Source: an optimization exercise on an open RTL-to-GDS flow (aim: small area, a short achievable clock period and few clock cycles per item). Production flows keep margins and buffers that such runs may drop.
In this exercise RTL edits were held to simulation tests only and were not proved equivalent to the original.

## wip/tundra
==> flow/design.v (excerpt) <==
module e203_muldiv (
  input         clk,
  input         rst_n,
  input         i_valid,
  output        i_ready,
  input  [2:0]  i_op,
  input  [31:0] i_rs1,
  input  [31:0] i_rs2,
  output        o_valid,
  input         o_ready,
  output [31:0] o_wdat
);
  function [5:0] bitlen;
    input [31:0] v;
    integer i;
    begin
      bitlen = 0;
      for (i = 0; i < 32; i = i + 1)
        if (v[i]) bitlen = i + 1;
    end
  endfunction
  function [2:0] bsel;
    input [2:0] b;
    begin
      bsel[2] = b[0] ^ b[1];
      bsel[1] = (b[2] & ~b[1] & ~b[0]) | (~b[2] & b[1] & b[0]);
      bsel[0] = b[2];
    end
  endfunction
  reg busy, done;
  wire start = i_valid & ~busy;
  assign o_valid = done;
  assign i_ready = done & o_ready;
  wire fin = done & o_ready;
  reg        isdiv, rlo, rop, sqn, anr, bz, dsub;
  reg        dnorm, dfix;     
  reg [5:0]  cnt;
  reg [1:0]  nsel;
  reg [5:0]  ma, mb;
  reg [34:0] mc;           
  reg [33:0] mp;           
  reg [33:0] acc;          
  reg [35:0] lo;           
  reg [2:0]  s0, s1;       
  reg        p0, p1;       
  wire op_div = i_op[2];
  wire [32:0] xin = {(i_op[1:0] != 2'd3) & i_rs1[31], i_rs1};
  wire [32:0] yin = {(i_op[1] == 1'b0) & i_rs2[31], i_rs2};
  function [1:0] wcls;
    input [32:0] v;
    begin
      if (v[32:7] == {26{v[32]}}) wcls = 2'd0;
      else if (v[32:11] == {22{v[32]}}) wcls = 2'd1;
      else if (v[32:19] == {14{v[32]}}) wcls = 2'd2;
      else wcls = 2'd3;
    end
  endfunction
  wire [1:0] cx = wcls(xin);
  wire [1:0] cy = wcls(yin);
  wire swap = cx < cy;
  wire [1:0] cm = swap ? cx : cy;
  wire [32:0] mpl = swap ? xin : yin;
  wire a_neg = ~i_op[0] & i_rs1[31];
  wire b_neg = ~i_op[0] & i_rs2[31];
  wire [5:0] ma_c = bitlen(i_rs1 ^ {32{a_neg}});
  wire [5:0] mb_c = bitlen(i_rs2 ^ {32{b_neg}});
  wire bzero = (i_rs2 == 32'd0);
  wire dskip = bzero | ((ma_c < mb_c) & ~(a_neg & (ma_c + 6'd1 == mb_c)));
  ...
Size: about 2400 cells after synthesis, ~110 I/O pins, about 0.020 mm2 of cells after synthesis.
==> flow/config.mk <==
export PLATFORM = sky130hd
export DESIGN_NAME = e203_muldiv
export DESIGN_NICKNAME = e203_muldiv
export VERILOG_FILES = /design/flow/design.v
export SDC_FILE = /design/flow/constraint.sdc
export NUM_CORES = 8
export LEC_CHECK = 0
export CAP_MARGIN = 20
export CORE_MARGIN = 2
export CORE_UTILIZATION = 70
export SLEW_MARGIN = 20
==> flow/constraint.sdc <==
create_clock -name core_clock -period 11.0 [get_ports {clk}]
set_input_delay 2.2000 -clock core_clock [delete_from_list [all_inputs] [get_ports {clk}]]
set_output_delay 2.2000 -clock core_clock [all_outputs]
set_load 0.01 [all_outputs]
standard.sh (not shown) runs the stock make flow with config.mk's settings and CLKGATE_MAP_FILE= SYNTH_SCRIPT=/design/flow/synth_recipe.tcl, a recipe that flattens the netlist after the stock synthesis.
==> flow/flow/run.sh <==
#!/bin/bash
# The standard layout (the standard.sh, unchanged synthesis) with three
# changes to how it is made:
#  - ports are buffered with a plain buffer (not a delay cell),
#  - the resizer may change a cell's drive strength even when that changes
#    the cell's width (MATCH_CELL_FOOTPRINT 0),
#  - timing repair aims for more setup slack than the design's clock needs.
set -euo pipefail
MARGIN=$(cat flow/margin.txt)
bash standard.sh SETUP_SLACK_MARGIN=$MARGIN MATCH_CELL_FOOTPRINT=0 \
  "BUFFER_PORTS_ARGS=-buffer_cell sky130_fd_sc_hd__buf_4" finish > run_make.log 2>&1
==> flow/flow/margin.txt <==
6.0
wip/tundra: all stages complete, timing, DRC and antenna checks passed
Testbench counts of wip/tundra, summed over its fixed seeds: cycles 171,308, ops 24,000.
Changes in wip/zinc relative to wip/tundra:
# wip/tundra
export LEC_CHECK = 0
export CAP_MARGIN = 20
export CORE_MARGIN = 2
export CORE_UTILIZATION = 70
export SLEW_MARGIN = 20
create_clock -name core_clock -period 11.0 [get_ports {clk}]
# wip/zinc
export LEC_CHECK = 0
export CAP_MARGIN = 20
export CORE_MARGIN = 2
export CORE_UTILIZATION = 60
export CTS_BUF_LIST = sky130_fd_sc_hd__clkbuf_4 sky130_fd_sc_hd__clkbuf_8
export SLEW_MARGIN = 20
create_clock -name core_clock -period 11.0 [get_ports {clk}]
--- a/flow/flow/run.sh
+++ b/flow/flow/run.sh
@@ -9,3 +9,3 @@
 MARGIN=$(cat flow/margin.txt)
 bash standard.sh SETUP_SLACK_MARGIN=$MARGIN MATCH_CELL_FOOTPRINT=0 \
-  "BUFFER_PORTS_ARGS=-buffer_cell sky130_fd_sc_hd__buf_4" finish > run_make.log 2>&1
+  "BUFFER_PORTS_ARGS=-buffer_cell sky130_fd_sc_hd__buf_2" finish > run_make.log 2>&1
==> comparison <==
- Against wip/tundra, wip/zinc comes in 7.8 points lower on total global-route track usage.
- There was hardly any difference in share of the clock period used by the worst path between wip/tundra and wip/zinc.
- Between wip/tundra and wip/zinc, the worst setup slack is higher for wip/zinc.
- The run with more routed wire is wip/tundra, not wip/zinc.
- Taking wip/tundra as the reference, in wip/zinc sequential share of layout area +0.38 points; detailed-route wire length on metal 1 +8.3%.
Here is what was changed in the inputs of wip/amber compared with wip/zinc.
# wip/zinc
export LEC_CHECK = 0
export CAP_MARGIN = 20
export CORE_MARGIN = 2
export CORE_UTILIZATION = 60
export CTS_BUF_LIST = sky130_fd_sc_hd__clkbuf_4 sky130_fd_sc_hd__clkbuf_8
export SLEW_MARGIN = 20
create_clock -name core_clock -period 11.0 [get_ports {clk}]
# wip/amber
export LEC_CHECK = 0
export CAP_MARGIN = 20
export CORE_MARGIN = 2
export CORE_UTILIZATION = 60
export SLEW_MARGIN = 20
create_clock -name core_clock -period 11.0 [get_ports {clk}]
--- a/flow/flow/run.sh
+++ b/flow/flow/run.sh
@@ -9,3 +9,3 @@
 MARGIN=$(cat flow/margin.txt)
 bash standard.sh SETUP_SLACK_MARGIN=$MARGIN MATCH_CELL_FOOTPRINT=0 \
-  "BUFFER_PORTS_ARGS=-buffer_cell sky130_fd_sc_hd__buf_2" finish > run_make.log 2>&1
+  "BUFFER_PORTS_ARGS=-buffer_cell sky130_fd_sc_hd__buf_4" finish > run_make.log 2>&1
==> flow/flow/margin.txt <==
6.4
[summary]
All of wip/amber and wip/zinc finish clean.
Between wip/zinc and wip/amber, via density per instance increased.
Diff wip/zinc -> wip/amber: area of all placed cells without fillers +9.9%, fmax went down by 4.5 MHz, multi-input combinational gate total did not really move.
Side by side, largest fanout on the critical path turned out higher in wip/amber than in wip/zinc.
Compared with wip/zinc, in wip/amber non-clock inverter count in the final layout up 1, clock insertion delay at the later pin of the skew report decreased by 70 ps relative to the old numbers.
What wip/maple does differently from wip/amber at the input level:
# wip/amber
export LEC_CHECK = 0
export CAP_MARGIN = 20
export CORE_MARGIN = 2
export CORE_UTILIZATION = 60
export SLEW_MARGIN = 20
create_clock -name core_clock -period 11.0 [get_ports {clk}]
# wip/maple
export LEC_CHECK = 0
export CAP_MARGIN = 20
export CORE_MARGIN = 2
export CORE_UTILIZATION = 60
export SETUP_SLACK_MARGIN = 5
export SLEW_MARGIN = 20
create_clock -name core_clock -period 11.0 [get_ports {clk}]
==> flow/run.sh (new file) <==
#!/bin/bash
# synth_recipe.tcl (not shown) runs the flow's synth.tcl, then flattens the netlist and writes it again
# the make line also repeats each setting of config.mk as NAME=value (left out here)
make -C /OpenROAD-flow-scripts/flow DESIGN_CONFIG=/design/flow/config.mk WORK_HOME=/design/flow/orfs CLKGATE_MAP_FILE= SYNTH_SCRIPT=/design/flow/synth_recipe.tcl finish
removed: flow/flow/run.sh
removed: flow/flow/margin.txt
removed: flow/standard.sh
[summary]
Higher final critical-path share of the clock period among wip/amber and wip/maple: wip/maple. On area added between synthesis and finish: between wip/amber and wip/maple, it ends up higher for wip/amber. Number of global-route vias before repair went down by a few percent going from wip/amber to wip/maple. On data required time at the worst endpoint, wip/amber tracks wip/maple almost exactly. Diff wip/amber -> wip/maple: number of placement rows did not really move. Measured against wip/amber, the total of fill cells in the finished design of wip/maple comes out at 1.10 times the reference value. Re smallest setup slack after layout: wip/amber was higher than wip/maple.

-- what the ideal ports hide --
In the flow no input, the clock included, has a driving cell. The finished layouts below were timed again as built, in two steps.
Step 1 (the two cells are an assumption about what drives the block):
set clk [get_ports {clk}]
set_driving_cell -lib_cell sky130_fd_sc_hd__clkbuf_16 $clk
set_driving_cell -lib_cell sky130_fd_sc_hd__buf_2 [delete_from_list [all_inputs] $clk]
Step 2, shift: input delay + t, output delay - t, t = (earliest + latest rising clock arrival at the registers) / 2. This alone moves slack from input paths to output paths.
Three values: ideal, step 1, step 2; two values: the first two.
run | shift t [ns] | setup slack, ns | worst setup path after step 2 | worst slew at a driven data input, ns | pins driven straight from the clock port
wip/tundra | 0.499 | 5.835 / 5.850 / 5.350 | input to register | 0.06 | 1
wip/zinc | 0.565 | 5.839 / 5.849 / 5.284 | input to register | 0.07 | 1
wip/amber | 0.512 | 5.717 / 5.753 / 5.241 | input to register | 0.06 | 1
wip/maple | 0.508 | 5.078 / 5.114 / 4.607 | input to register | 0.04 | 1
After both steps every run listed still meets setup and hold. For wip/zinc, which loses most, drivers alone change the setup slack by +0.010 ns; drivers and shift together by -0.555 ns.
